From an optimization exercise on the open Yosys and OpenROAD flow, aimed at small area; shortcuts taken in it are not production practice. Only simulation tests tie the RTL to the original design; equivalence was not proved. The clock port is modelled as an ideal driver, which makes a skipped or thinned clock tree look cheaper than it is; a real chip needs a root buffer or a tree. Power is estimated from default activity; no workload was simulated.

== onyx ==
## FSM_LightStand
module FSM_LightStand(
    input i_clk,
    input i_reset,
    input [2:0] i_button,
    output o_pwm_light
    );
Size: about 250 cells after synthesis, roughly 86 flip-flops, about 6 I/O pins, roughly 3500 sq um of cells after synthesis.
==> flow/config.mk <==
export PLATFORM = sky130hd
export DESIGN_NAME = FSM_LightStand
export DESIGN_NICKNAME = FSM_LightStand
export VERILOG_FILES = /design/flow/design.v
export SDC_FILE = /design/flow/constraint.sdc
export NUM_CORES = 4
export LEC_CHECK = 0
export CAP_MARGIN = 20
export CORE_MARGIN = 2
export CORE_UTILIZATION = 40
export SLEW_MARGIN = 20
==> flow/constraint.sdc <==
create_clock -name core_clock -period 10.0 [get_ports {i_clk}]
set_input_delay 2.0000 -clock core_clock [delete_from_list [all_inputs] [get_ports {i_clk}]]
set_output_delay 2.0000 -clock core_clock [all_outputs]
set_load 0.01 [all_outputs]
standard.sh (not shown) runs the stock make flow with config.mk's settings and CLKGATE_MAP_FILE= SYNTH_SCRIPT=/design/flow/synth_recipe.tcl, a recipe that flattens the netlist after the stock synthesis.
==> flow/flow/run.sh <==
#!/bin/bash
# The standard synthesis and layout, with these layout changes:
#  - the clock tree is one level of 3 clock buffers clkbuf_16 (flow/pre_cts.tcl)
#  - port buffers are the smallest buffer cell
#  - repair_design aims at the library's cap and slew limits (no margin)
set -euo pipefail
export FLOW_CLK_BUF=sky130_fd_sc_hd__clkbuf_16
export FLOW_CLK_K=3
bash standard.sh \
  "PRE_CTS_TCL=$PWD/flow/pre_cts.tcl" "POST_CTS_TCL=$PWD/flow/post_cts.tcl" \
  "BUFFER_PORTS_ARGS=-buffer_cell sky130_fd_sc_hd__buf_1" \
  CAP_MARGIN=0 SLEW_MARGIN=0 CORE_UTILIZATION=70  \
  finish > flow_run.log 2>&1
==> flow/flow/post_cts.tcl <==
# After CTS and its timing repair: move each combinational cell and buffer
# to the smallest cell of the same function (same name but for the drive
# strength) that leaves no max-slew or max-capacitance violation and keeps
# setup and hold slack above a margin. Flip-flops and clock buffers keep
# their cells.
proc my_violations { } {
  set bad 0
  if { [sta::max_slew_violation_count] > 0 } { set bad 1 }
  if { [sta::max_capacitance_violation_count] > 0 } { set bad 1 }
  if { [worst_slack -max] < 1.0 } { set bad 1 }
  if { [worst_slack -min] < 0.1 } { set bad 1 }
  return $bad
}

proc my_downsize { } {
  estimate_parasitics -placement
  if { [my_violations] } {
    puts "my_downsize: violations before downsizing; skipped"
    return
  }
  set saved 0.0
  set n 0
  foreach inst [get_cells *] {
    set name [get_full_name $inst]
    set ref [get_property $inst ref_name]
    if { [string match clkbuf_* $name] } { continue }
    if { ![regexp {^(sky130_fd_sc_hd__[a-z0-9]+)_([0-9]+)$} $ref -> base size] } { continue }
    if { [regexp {__(df|sdf|edf|sedf|dl|tap|fill|decap|conb|diode)} $ref] } { continue }
    set cur_area [get_property [get_lib_cells $ref] area]
    set cands {}
    foreach lc [get_lib_cells ${base}_*] {
      set lname [get_name $lc]
      if { ![regexp {^sky130_fd_sc_hd__[a-z0-9]+_[0-9]+$} $lname] } { continue }
      if { [get_property $lc dont_use] } { continue }
      set a [get_property $lc area]
      if { $a < $cur_area - 1e-6 } { lappend cands [list $a $lname] }
    }
    foreach cand [lsort -real -index 0 $cands] {
      lassign $cand a lname
      replace_cell $inst $lname
      if { [my_violations] } {
        replace_cell $inst $ref
      } else {
        puts "my_downsize: $name $ref -> $lname"
        set saved [expr { $saved + $cur_area - $a }]
        incr n
        break
      }
    }
  }
  puts "my_downsize: $n cells, [format %.2f $saved] um2 saved"
}
my_downsize
==> flow/flow/pre_cts.tcl <==
proc clock_tree_synthesis { args } {
  set block [ord::get_db_block]
  set net [$block findNet i_clk]
  set k $::env(FLOW_CLK_K)
  set pins {}
  set xs {}
  set ys {}
  foreach it [$net getITerms] {
    set b [[$it getInst] getBBox]
    lappend pins "[[$it getInst] getName]/[[$it getMTerm] getName]"
    lappend xs [expr { ([$b xMin] + [$b xMax]) / 2.0 }]
    lappend ys [expr { ([$b yMin] + [$b yMax]) / 2.0 }]
  }
  set n [llength $pins]
  # initial centres: sinks spread along the sorted x+y order
  set order [lsort -real -indices [lmap x $xs y $ys { expr { $x + 0.7 * $y } }]]
  set cx {}
  set cy {}
  for { set c 0 } { $c < $k } { incr c } {
    set i [lindex $order [expr { int(($c + 0.5) * $n / $k) }]]
    lappend cx [lindex $xs $i]
    lappend cy [lindex $ys $i]
  }
  # k-means with at most ceil(n/k) sinks per group: each round assigns
  # the sink-group pairs in order of distance, skipping full groups
  set cap [expr { ($n + $k - 1) / $k }]
  for { set iter 0 } { $iter < 30 } { incr iter } {
    set pairs {}
    set i 0
    foreach x $xs y $ys {
      for { set c 0 } { $c < $k } { incr c } {
        lappend pairs [list [expr { abs($x - [lindex $cx $c]) + abs($y - [lindex $cy $c]) }] $i $c]
      }
      incr i
    }
    set assign [lrepeat $n -1]
    set fill [lrepeat $k 0]
    foreach p [lsort -real -index 0 $pairs] {
      lassign $p d i c
      if { [lindex $assign $i] >= 0 || [lindex $fill $c] >= $cap } { continue }
      lset assign $i $c
      lset fill $c [expr { [lindex $fill $c] + 1 }]
    }
    set ncx {}
    set ncy {}
    for { set c 0 } { $c < $k } { incr c } {
      set sx 0.0
      set sy 0.0
      set m 0
      foreach a $assign x $xs y $ys {
        if { $a == $c } {
          set sx [expr { $sx + $x }]
          set sy [expr { $sy + $y }]
          incr m
        }
      }
      if { $m > 0 } {
        lappend ncx [expr { $sx / $m }]
        lappend ncy [expr { $sy / $m }]
      } else {
        lappend ncx [lindex $cx $c]
        lappend ncy [lindex $cy $c]
      }
    }
    set cx $ncx
    set cy $ncy
  }
  for { set c 0 } { $c < $k } { incr c } {
    set loads {}
    foreach a $assign p $pins {
      if { $a == $c } { lappend loads [get_pins $p] }
    }
    if { [llength $loads] == 0 } { continue }
    set x [ord::dbu_to_microns [expr { int([lindex $cx $c]) }]]
    set y [ord::dbu_to_microns [expr { int([lindex $cy $c]) }]]
    puts "clock buffer $c: [llength $loads] sinks at $x $y"
    insert_buffer -buffer_cell $::env(FLOW_CLK_BUF) -net i_clk -load_pins $loads \
      -location [list $x $y] -buffer_name clkbuf_$c -net_name clk_$c
  }
  set_propagated_clock [all_clocks]
}
Input changes introduced in sierra (baseline for comparison: onyx):
diff --git a/flow/flow/run.sh b/flow/flow/run.sh
--- a/flow/flow/run.sh
+++ b/flow/flow/run.sh
@@ -6,8 +6,9 @@
 set -euo pipefail
 export FLOW_CLK_BUF=sky130_fd_sc_hd__clkbuf_16
-export FLOW_CLK_K=3
+export FLOW_CLK_K=4
+export FLOW_CLK_SLEW_PS=118
 bash standard.sh \
   "PRE_CTS_TCL=$PWD/flow/pre_cts.tcl" "POST_CTS_TCL=$PWD/flow/post_cts.tcl" \
   "BUFFER_PORTS_ARGS=-buffer_cell sky130_fd_sc_hd__buf_1" \
-  CAP_MARGIN=0 SLEW_MARGIN=0 CORE_UTILIZATION=70  \
+  CAP_MARGIN=0 SLEW_MARGIN=0 CORE_UTILIZATION=85  \
   finish > flow_run.log 2>&1
diff --git a/flow/flow/post_cts.tcl b/flow/flow/post_cts.tcl
--- a/flow/flow/post_cts.tcl
+++ b/flow/flow/post_cts.tcl
@@ -52,2 +52,39 @@
 }
 my_downsize
+
+proc my_clk_pin_slew { buf } {
+  set worst 0.0
+  set net [get_nets -of_objects [get_pins [get_full_name $buf]/X]]
+  foreach pin [get_pins -of_objects $net -filter "direction == input"] {
+    foreach p {slew_max_rise slew_max_fall} {
+      set s [sta::time_ui_sta [get_property $pin $p]]
+      if { $s > $worst } { set worst $s }
+    }
+  }
+  return $worst
+}
+
+proc my_downsize_clock { } {
+  set limit [expr { $::env(FLOW_CLK_SLEW_PS) * 1e-12 }]
+  estimate_parasitics -placement
+  foreach buf [get_cells clkbuf_*] {
+    set ref [get_property $buf ref_name]
+    set s [my_clk_pin_slew $buf]
+    puts "my_downsize_clock: [get_full_name $buf] $ref slew [format %.1f [expr { $s * 1e12 }]] ps"
+    foreach cand {sky130_fd_sc_hd__clkbuf_4 sky130_fd_sc_hd__clkbuf_8} {
+      if { [get_property [get_lib_cells $cand] area] >= [get_property [get_lib_cells $ref] area] } { continue }
+      replace_cell $buf $cand
+      set s2 [my_clk_pin_slew $buf]
+      if { $s2 <= $limit && ![my_violations] } {
+        puts "my_downsize_clock: [get_full_name $buf] $ref -> $cand slew [format %.1f [expr { $s2 * 1e12 }]] ps"
+        break
+      }
+      replace_cell $buf $ref
+    }
+  }
+}
+if { [info exists ::env(FLOW_CLK_SLEW_PS)] } { my_downsize_clock }
+
+# the cells changed in place; legalize again to be safe
+detailed_placement
+check_placement -verbose
### Flow results
- sierra vs. onyx: instance count after placement with tap cells included has decreased, maximum number of pins on one net before global-route repair has increased.
- Compared to onyx, sierra has global-route wire length before repair 36% higher.
- Looking at worst hold slack across both flows, sierra is the weaker of the two, with onyx ahead.
- Routed wire length on met2 ends up lower on onyx.
- | part of the total power dissipated in combinational logic | sierra vs onyx | 1.5 points higher |
- Setup slack: sierra less than onyx
- Between sierra and onyx, the clock insertion delay at the later pin of the skew report figures differ only marginally.
- Total design power (sierra / onyx): 1.07
The following lists how tundra was set up differently from sierra:
==> flow/flow/run.sh <==
#!/bin/bash
# The standard synthesis and layout (standard.sh), with these changes
# to how the layout is made:
#  - clock tree: three buf_12, each at the centre of an equal share of
#    the flip-flops, driven by the clock port (flow/pre_cts.tcl replaces
#    clock_tree_synthesis)
#  - after CTS, combinational cells and buffers go down to the smallest
#    drive strength that leaves no slew, cap or timing violation
#    (flow/post_cts.tcl)
#  - port buffers are buf_1; repair aims at the library's own cap and slew
#    limits; core utilization 70%
# ORFS writes each step's full log under orfs/logs/; this script's own
# output goes to flow_run.log.
set -euo pipefail
export FLOW_CLK_BUF=sky130_fd_sc_hd__buf_12
export FLOW_CLK_K=3
bash standard.sh \
  "PRE_CTS_TCL=$PWD/flow/pre_cts.tcl" "POST_CTS_TCL=$PWD/flow/post_cts.tcl" \
  "BUFFER_PORTS_ARGS=-buffer_cell sky130_fd_sc_hd__buf_1" \
  CAP_MARGIN=0 SLEW_MARGIN=0 CORE_UTILIZATION=80 \
  finish > flow_run.log 2>&1
==> comparison <==
Taking sierra as the reference, in tundra combinational group share of total power fell by 1.2 points, endpoint arrival time on the critical path fell by 0.07 ns, met1 track demand over resource in global routing fell by 13 points, worst setup margin rose by 0.055 ns.
No run of this note takes its clock network from TritonCTS; it comes from the design's own scripts or RTL.

---

The RTL this note starts from:
==> flow/design.v <==
`timescale 1ns / 1ps
module ClockDivider(
    input i_clk,
    input i_reset,
    output o_wrap,
    output o_pre_last
    );
    localparam [13:0] C_RESET = 14'b00111010110010;
    localparam [13:0] C_9899  = 14'b00101010001010;
    localparam [13:0] C_LAST  = 14'b11100011001110;
    reg [13:0] r_lo;
    assign o_wrap     = &{r_lo[13], r_lo[12], r_lo[11], ~r_lo[10], r_lo[7], r_lo[6], ~r_lo[5], r_lo[3], r_lo[2], r_lo[1], ~r_lo[0]};
    assign o_pre_last = &{~r_lo[12], r_lo[11], ~r_lo[10], r_lo[9], ~r_lo[8], r_lo[7], ~r_lo[6], ~r_lo[5], ~r_lo[4], r_lo[3], ~r_lo[2], ~r_lo[0]};
    wire w_fb = ~(r_lo[13] ^ r_lo[1] ^ r_lo[3] ^ r_lo[12]) ^ o_wrap;
    always @(posedge i_clk or posedge i_reset) begin
        if (i_reset) r_lo <= C_RESET;
        else         r_lo <= {r_lo[12:0], w_fb};
    end
endmodule
`timescale 1ns / 1ps
module Counter(
    input i_clk,
    input i_reset,
    input i_wrap,
    input i_pre_last,
    output [3:0] o_hi
    );
    reg [3:0] r_hi;
    reg [3:0] w_next;
    assign o_hi = r_hi;
    wire w_hi9  = r_hi[3] & r_hi[0] & ~r_hi[1];
    wire w_hi10 = r_hi[3] & r_hi[1];
    always @(*) begin
        case (r_hi)
            4'b0000: w_next = 4'b0001;
            4'b0001: w_next = 4'b0011;
            4'b0011: w_next = 4'b0010;
            4'b0010: w_next = 4'b0110;
            4'b0110: w_next = 4'b0111;
            4'b0111: w_next = 4'b0101;
            4'b0101: w_next = 4'b0100;
            4'b0100: w_next = 4'b1100;
            4'b1100: w_next = 4'b1101;
            4'b1101: w_next = 4'b1111;
            default: w_next = 4'b0000;
        endcase
    end
    always @(posedge i_clk or posedge i_reset) begin
        if (i_reset)
            r_hi <= 4'b0000;
        else if (w_hi9 ? i_pre_last : i_wrap)
            r_hi <= w_next;
    end
endmodule
`timescale 1ns / 1ps
module Comparator(
    input [3:0] i_hi,
    output o_light_1, o_light_2, o_light_3, o_light_4
    );
    assign o_light_1 = (i_hi == 4'b0000);
    assign o_light_2 = ~i_hi[3] & ~i_hi[2];
    assign o_light_3 = ~i_hi[3] & ~(i_hi[2] & ~i_hi[1] & ~i_hi[0]);
    assign o_light_4 = ~(i_hi[3] & i_hi[1]);
endmodule
`timescale 1ns / 1ps
module ButtonController(
    input i_clk,
    input i_reset,
    input i_button,
    output o_release
    );
    localparam [19:0] S_0   = 20'b01101011001000111000;
    localparam [19:0] S_END = 20'b10110101100100011100;
    reg r_prevState;
    reg [19:0] r_lfsr;
    wire w_en   = i_button ^ r_prevState;
    wire w_term = &{r_lfsr[19], ~r_lfsr[18], r_lfsr[17], r_lfsr[16], ~r_lfsr[15], r_lfsr[14], ~r_lfsr[13], r_lfsr[12], r_lfsr[11], ~r_lfsr[10], ~r_lfsr[9], r_lfsr[8], ~r_lfsr[7], ~r_lfsr[6], ~r_lfsr[5], r_lfsr[4], r_lfsr[3], r_lfsr[2], ~r_lfsr[1]};
    wire w_fb   = ~(r_lfsr[19] ^ r_lfsr[2]) ^ w_term;
    assign o_release = w_en & w_term & r_prevState;
    always @(posedge i_clk or posedge i_reset) begin
        if (i_reset) begin
            r_prevState <= 1'b0;
            r_lfsr <= S_0;
        end
        else if (w_en) begin
            r_lfsr <= {r_lfsr[18:0], w_fb};
            if (w_term) r_prevState <= ~r_prevState;
        end
    end
endmodule
`timescale 1ns / 1ps
module FSM_Light(
    input i_clk,
    input i_reset,
    input [2:0] i_button,
    output [4:1] o_level
    );
    reg [4:1] r_level;
    assign o_level = r_level;
    always @(posedge i_clk or posedge i_reset) begin
        if (i_reset)
            r_level <= 4'b0000;
        else if (i_button[0])
            r_level <= {r_level[3:1], 1'b1};
        else if (i_button[1])
            r_level <= {1'b0, r_level[4:2]};
        else if (i_button[2])
            r_level <= 4'b0000;
    end
endmodule
`timescale 1ns / 1ps
module MUX(
    input i_clk,
    input i_reset,
    input [4:1] i_x,
    input [4:1] i_level,
    output o_y
    );
    reg r_y;
    assign o_y = r_y;
    always @(posedge i_clk or posedge i_reset) begin
        if (i_reset)
            r_y <= 1'b0;
        else
            r_y <= i_level[1] & (i_x[1] | (i_level[2] & (i_x[2] | (i_level[3] & (i_x[3] | (i_level[4] & i_x[4]))))));
    end
endmodule
`timescale 1ns / 1ps
module FSM_LightStand(
    input i_clk,
    input i_reset,
    input [2:0] i_button,
    output o_pwm_light
    );
    wire w_wrap, w_pre_last;
    ClockDivider clkdiv(
        .i_clk(i_clk),
        .i_reset(i_reset),
        .o_wrap(w_wrap),
        .o_pre_last(w_pre_last)
    );
    wire [3:0] w_hi;
    Counter count(
        .i_clk(i_clk),
        .i_reset(i_reset),
        .i_wrap(w_wrap),
        .i_pre_last(w_pre_last),
        .o_hi(w_hi)
    );
    wire [4:1] w_light;
    Comparator comp(
        .i_hi(w_hi),
        .o_light_1(w_light[1]),
        .o_light_2(w_light[2]),
        .o_light_3(w_light[3]),
        .o_light_4(w_light[4])
    );
    wire [2:0] w_release;
    ButtonController UpBTN(
        .i_clk(i_clk),
        .i_reset(i_reset),
        .i_button(i_button[0]),
        .o_release(w_release[0])
    );
    ButtonController DownBTN(
        .i_clk(i_clk),
        .i_reset(i_reset),
        .i_button(i_button[1]),
        .o_release(w_release[1])
    );
    ButtonController OffBTN(
        .i_clk(i_clk),
        .i_reset(i_reset),
        .i_button(i_button[2]),
        .o_release(w_release[2])
    );
    wire [4:1] w_level;
    FSM_Light fsm_led(
        .i_clk(i_clk),
        .i_reset(i_reset),
        .i_button(w_release),
        .o_level(w_level)
    );
    MUX pwmsel(
        .i_clk(i_clk),
        .i_reset(i_reset),
        .i_x(w_light),
        .i_level(w_level),
        .o_y(o_pwm_light)
    );
endmodule
Settings: LEC_CHECK=0, CAP_MARGIN=20, CORE_MARGIN=2, CORE_UTILIZATION=40, SLEW_MARGIN=20; clock period 10.0 ns.
==> flow/flow/run.sh <==
#!/bin/bash
# The standard synthesis and layout (standard.sh), with these changes
# to how the layout is made:
#  - clock tree: three buf_12, each at the centre of an equal share of
#    the flip-flops, driven by the clock port (flow/pre_cts.tcl replaces
#    clock_tree_synthesis)
#  - after CTS, combinational cells and buffers go down to the smallest
#    drive strength that leaves no slew, cap or timing violation
#    (flow/post_cts.tcl)
#  - port buffers are buf_1; repair aims at the library's own cap and slew
#    limits; core utilization 70%
# ORFS writes each step's full log under orfs/logs/; this script's own
# output goes to flow_run.log.
set -euo pipefail
export FLOW_CLK_BUF=sky130_fd_sc_hd__buf_12
export FLOW_CLK_K=3
bash standard.sh \
  "PRE_CTS_TCL=$PWD/flow/pre_cts.tcl" "POST_CTS_TCL=$PWD/flow/post_cts.tcl" \
  "BUFFER_PORTS_ARGS=-buffer_cell sky130_fd_sc_hd__buf_1" \
  CAP_MARGIN=0 SLEW_MARGIN=0 CORE_UTILIZATION=70 \
  finish > flow_run.log 2>&1
==> flow/flow/post_cts.tcl <==
# After CTS and its timing repair: move each combinational cell and buffer
# to the smallest cell of the same function (same name but for the drive
# strength) that leaves no max-slew or max-capacitance violation and keeps
# setup and hold slack above a margin. Flip-flops and clock buffers keep
# their cells.
proc my_violations { } {
  set bad 0
  if { [sta::max_slew_violation_count] > 0 } { set bad 1 }
  if { [sta::max_capacitance_violation_count] > 0 } { set bad 1 }
  if { [worst_slack -max] < 1.0 } { set bad 1 }
  if { [worst_slack -min] < 0.1 } { set bad 1 }
  return $bad
}

proc my_downsize { } {
  estimate_parasitics -placement
  if { [my_violations] } {
    puts "my_downsize: violations before downsizing; skipped"
    return
  }
  set saved 0.0
  set n 0
  foreach inst [get_cells *] {
    set name [get_full_name $inst]
    set ref [get_property $inst ref_name]
    if { [string match clkbuf_* $name] } { continue }
    if { ![regexp {^(sky130_fd_sc_hd__[a-z0-9]+)_([0-9]+)$} $ref -> base size] } { continue }
    if { [regexp {__(df|sdf|edf|sedf|dl|tap|fill|decap|conb|diode)} $ref] } { continue }
    set cur_area [get_property [get_lib_cells $ref] area]
    set cands {}
    foreach lc [get_lib_cells ${base}_*] {
      set lname [get_name $lc]
      if { ![regexp {^sky130_fd_sc_hd__[a-z0-9]+_[0-9]+$} $lname] } { continue }
      if { [get_property $lc dont_use] } { continue }
      set a [get_property $lc area]
      if { $a < $cur_area - 1e-6 } { lappend cands [list $a $lname] }
    }
    foreach cand [lsort -real -index 0 $cands] {
      lassign $cand a lname
      replace_cell $inst $lname
      if { [my_violations] } {
        replace_cell $inst $ref
      } else {
        puts "my_downsize: $name $ref -> $lname"
        set saved [expr { $saved + $cur_area - $a }]
        incr n
        break
      }
    }
  }
  puts "my_downsize: $n cells, [format %.2f $saved] um2 saved"
}
my_downsize

proc my_clk_pin_slew { buf } {
  set worst 0.0
  set net [get_nets -of_objects [get_pins [get_full_name $buf]/X]]
  foreach pin [get_pins -of_objects $net -filter "direction == input"] {
    foreach p {slew_max_rise slew_max_fall} {
      set s [sta::time_ui_sta [get_property $pin $p]]
      if { $s > $worst } { set worst $s }
    }
  }
  return $worst
}

proc my_downsize_clock { } {
  set limit [expr { $::env(FLOW_CLK_SLEW_PS) * 1e-12 }]
  estimate_parasitics -placement
  foreach buf [get_cells clkbuf_*] {
    set ref [get_property $buf ref_name]
    set s [my_clk_pin_slew $buf]
    puts "my_downsize_clock: [get_full_name $buf] $ref slew [format %.1f [expr { $s * 1e12 }]] ps"
    foreach cand {sky130_fd_sc_hd__clkbuf_4 sky130_fd_sc_hd__clkbuf_8} {
      if { [get_property [get_lib_cells $cand] area] >= [get_property [get_lib_cells $ref] area] } { continue }
      replace_cell $buf $cand
      set s2 [my_clk_pin_slew $buf]
      if { $s2 <= $limit && ![my_violations] } {
        puts "my_downsize_clock: [get_full_name $buf] $ref -> $cand slew [format %.1f [expr { $s2 * 1e12 }]] ps"
        break
      }
      replace_cell $buf $ref
    }
  }
}
if { [info exists ::env(FLOW_CLK_SLEW_PS)] } { my_downsize_clock }

# the cells changed in place; legalize again to be safe
detailed_placement
check_placement -verbose
Scripts as last shown in full above: flow/flow/pre_cts.tcl
The starting point ran to the end with no violations.
Edit:
==> flow/flow/run.sh (replaced) <==
#!/bin/bash
# The standard synthesis and layout, with these layout changes:
#  - the clock tree is one level of 3 clock buffers clkbuf_16 (flow/pre_cts.tcl)
#  - port buffers are the smallest buffer cell
#  - repair_design aims at the library's cap and slew limits (no margin)
set -euo pipefail
export FLOW_CLK_BUF=sky130_fd_sc_hd__clkbuf_16
export FLOW_CLK_K=3
bash standard.sh \
  "PRE_CTS_TCL=$PWD/flow/pre_cts.tcl" "POST_CTS_TCL=$PWD/flow/post_cts.tcl" \
  "BUFFER_PORTS_ARGS=-buffer_cell sky130_fd_sc_hd__buf_1" \
  CAP_MARGIN=0 SLEW_MARGIN=0 CORE_UTILIZATION=70  \
  finish > flow_run.log 2>&1
--- a/flow/flow/post_cts.tcl
+++ b/flow/flow/post_cts.tcl
@@ -52,0 +53,23 @@
+# Buffers that repair_design added inside the logic (not the port
+# buffers, not the clock buffers): remove each one whose removal leaves
+# no violation; put a buffer back with repair_design if one does.
+proc my_remove_buffers { } {
+  estimate_parasitics -placement
+  foreach inst [get_cells *] {
+    set name [get_full_name $inst]
+    set ref [get_property $inst ref_name]
+    if { ![regexp {__(buf|clkbuf)_[0-9]+$} $ref] } { continue }
+    if { [string match clkbuf_* $name] || [string match input* $name] || [string match output* $name] } { continue }
+    remove_buffers [list $inst]
+    estimate_parasitics -placement
+    if { [my_violations] } {
+      puts "my_remove_buffers: removing $name ($ref) left a violation; repair_design"
+      repair_design
+      estimate_parasitics -placement
+    } else {
+      puts "my_remove_buffers: removed $name ($ref)"
+    }
+  }
+}
+my_remove_buffers
+
@@ -87,4 +109,0 @@
-
-# the cells changed in place; legalize again to be safe
-detailed_placement
-check_placement -verbose
This time the run stopped in 5_1_grt, error DRT-0073.
Area after synthesis stays the same.
Synthesized cell count does not change.
Edit:
==> flow/flow/run.sh (replaced) <==
#!/bin/bash
# The standard synthesis and layout (standard.sh), with these changes
# to how the layout is made:
#  - clock tree: three clkbuf_16, each at the centre of an equal share of
#    the flip-flops, driven by the clock port (flow/pre_cts.tcl replaces
#    clock_tree_synthesis)
#  - after CTS, combinational cells and buffers go down to the smallest
#    drive strength that leaves no slew, cap or timing violation
#    (flow/post_cts.tcl)
#  - port buffers are buf_1; repair aims at the library's own cap and slew
#    limits; core utilization 70%
# ORFS writes each step's full log under orfs/logs/; this script's own
# output goes to flow_run.log.
set -euo pipefail
export FLOW_CLK_BUF=sky130_fd_sc_hd__buf_12
export FLOW_CLK_K=3
bash standard.sh \
  "PRE_CTS_TCL=$PWD/flow/pre_cts.tcl" "POST_CTS_TCL=$PWD/flow/post_cts.tcl" \
  "BUFFER_PORTS_ARGS=-buffer_cell sky130_fd_sc_hd__buf_1" \
  CAP_MARGIN=0 SLEW_MARGIN=0 CORE_UTILIZATION=70 \
  finish > flow_run.log 2>&1
--- a/flow/flow/post_cts.tcl
+++ b/flow/flow/post_cts.tcl
@@ -53,23 +52,0 @@
-# Buffers that repair_design added inside the logic (not the port
-# buffers, not the clock buffers): remove each one whose removal leaves
-# no violation; put a buffer back with repair_design if one does.
-proc my_remove_buffers { } {
-  estimate_parasitics -placement
-  foreach inst [get_cells *] {
-    set name [get_full_name $inst]
-    set ref [get_property $inst ref_name]
-    if { ![regexp {__(buf|clkbuf)_[0-9]+$} $ref] } { continue }
-    if { [string match clkbuf_* $name] || [string match input* $name] || [string match output* $name] } { continue }
-    remove_buffers [list $inst]
-    estimate_parasitics -placement
-    if { [my_violations] } {
-      puts "my_remove_buffers: removing $name ($ref) left a violation; repair_design"
-      repair_design
-      estimate_parasitics -placement
-    } else {
-      puts "my_remove_buffers: removed $name ($ref)"
-    }
-  }
-}
-my_remove_buffers
-
@@ -109,0 +87,4 @@
+
+# the cells changed in place; legalize again to be safe
+detailed_placement
+check_placement -verbose
This time the run went through all stages and came out clean.
Synthesized cell count does not change.
Area after synthesis stays the same.
Edit:
==> flow/flow/run.sh (replaced) <==
#!/bin/bash
# The standard synthesis and layout, with these layout changes:
#  - the clock tree is one level of 3 clock buffers clkbuf_16 (flow/pre_cts.tcl)
#  - port buffers are the smallest buffer cell
#  - repair_design aims at the library's cap and slew limits (no margin)
set -euo pipefail
export FLOW_CLK_BUF=sky130_fd_sc_hd__clkbuf_16
export FLOW_CLK_K=4
export FLOW_CLK_SLEW_PS=95
bash standard.sh \
  "PRE_CTS_TCL=$PWD/flow/pre_cts.tcl" "POST_CTS_TCL=$PWD/flow/post_cts.tcl" \
  "BUFFER_PORTS_ARGS=-buffer_cell sky130_fd_sc_hd__buf_1" \
  CAP_MARGIN=0 SLEW_MARGIN=0 CORE_UTILIZATION=70  \
  finish > flow_run.log 2>&1
--- a/flow/flow/post_cts.tcl
+++ b/flow/flow/post_cts.tcl
@@ -87,4 +86,0 @@
-
-# the cells changed in place; legalize again to be safe
-detailed_placement
-check_placement -verbose
Effect:
- register-to-register slack gets worse by 20 ps
- total power grows by about 2%
- setup slack gets worse by 22 ps
- critical path depth stays the same
- wire length grows by 2.4%
- sequential power stays flat
- core utilization grows by 0.84 points
- sequential share of layout area shrinks by 0.66 points
The clock cells of the first, third and fourth runs of this note come from the design's own scripts or RTL, not from TritonCTS.

-- afterwards: timing with drivers on the ports --
No port has a modelled driver above. Below, the same layouts with a new extraction and two added sets of constraints. Step 1, drivers: a clkbuf_16 drives i_clk and a buf_2 each remaining input, both assumed. Step 2 moves the port delays by t, midway between the first and last clock arrival at a register: inputs arrive t later, outputs are due t later. That takes back most of the time a late clock gives input paths. a / b / c = ideal / step 1 / step 2; a / b = the first two.
run	t, ns	slack for setup (ns)	latest minus earliest clock arrival (ns)	cell pins on the clock port's net
onyx	0.224	6.561 / 6.604 / 6.380	0.015 / 0.015	3
sierra	0.224	6.479 / 6.495 / 6.271	0.014 / 0.015	4
tundra	0.202	6.534 / 6.572 / 6.370	0.012 / 0.012	3
the first run of note 2	0.203	6.535 / 6.580 / 6.377	0.012 / 0.012	3
the third run of note 2	0.203	6.535 / 6.580 / 6.377	0.012 / 0.012	3
the fourth run of note 2	0.217	6.513 / 6.566 / 6.348	0.007 / 0.007	4
After both steps setup and hold are still met in every run listed. The setup slack of sierra, which loses most, moves by +0.016 ns with the drivers and by -0.208 ns with both steps.
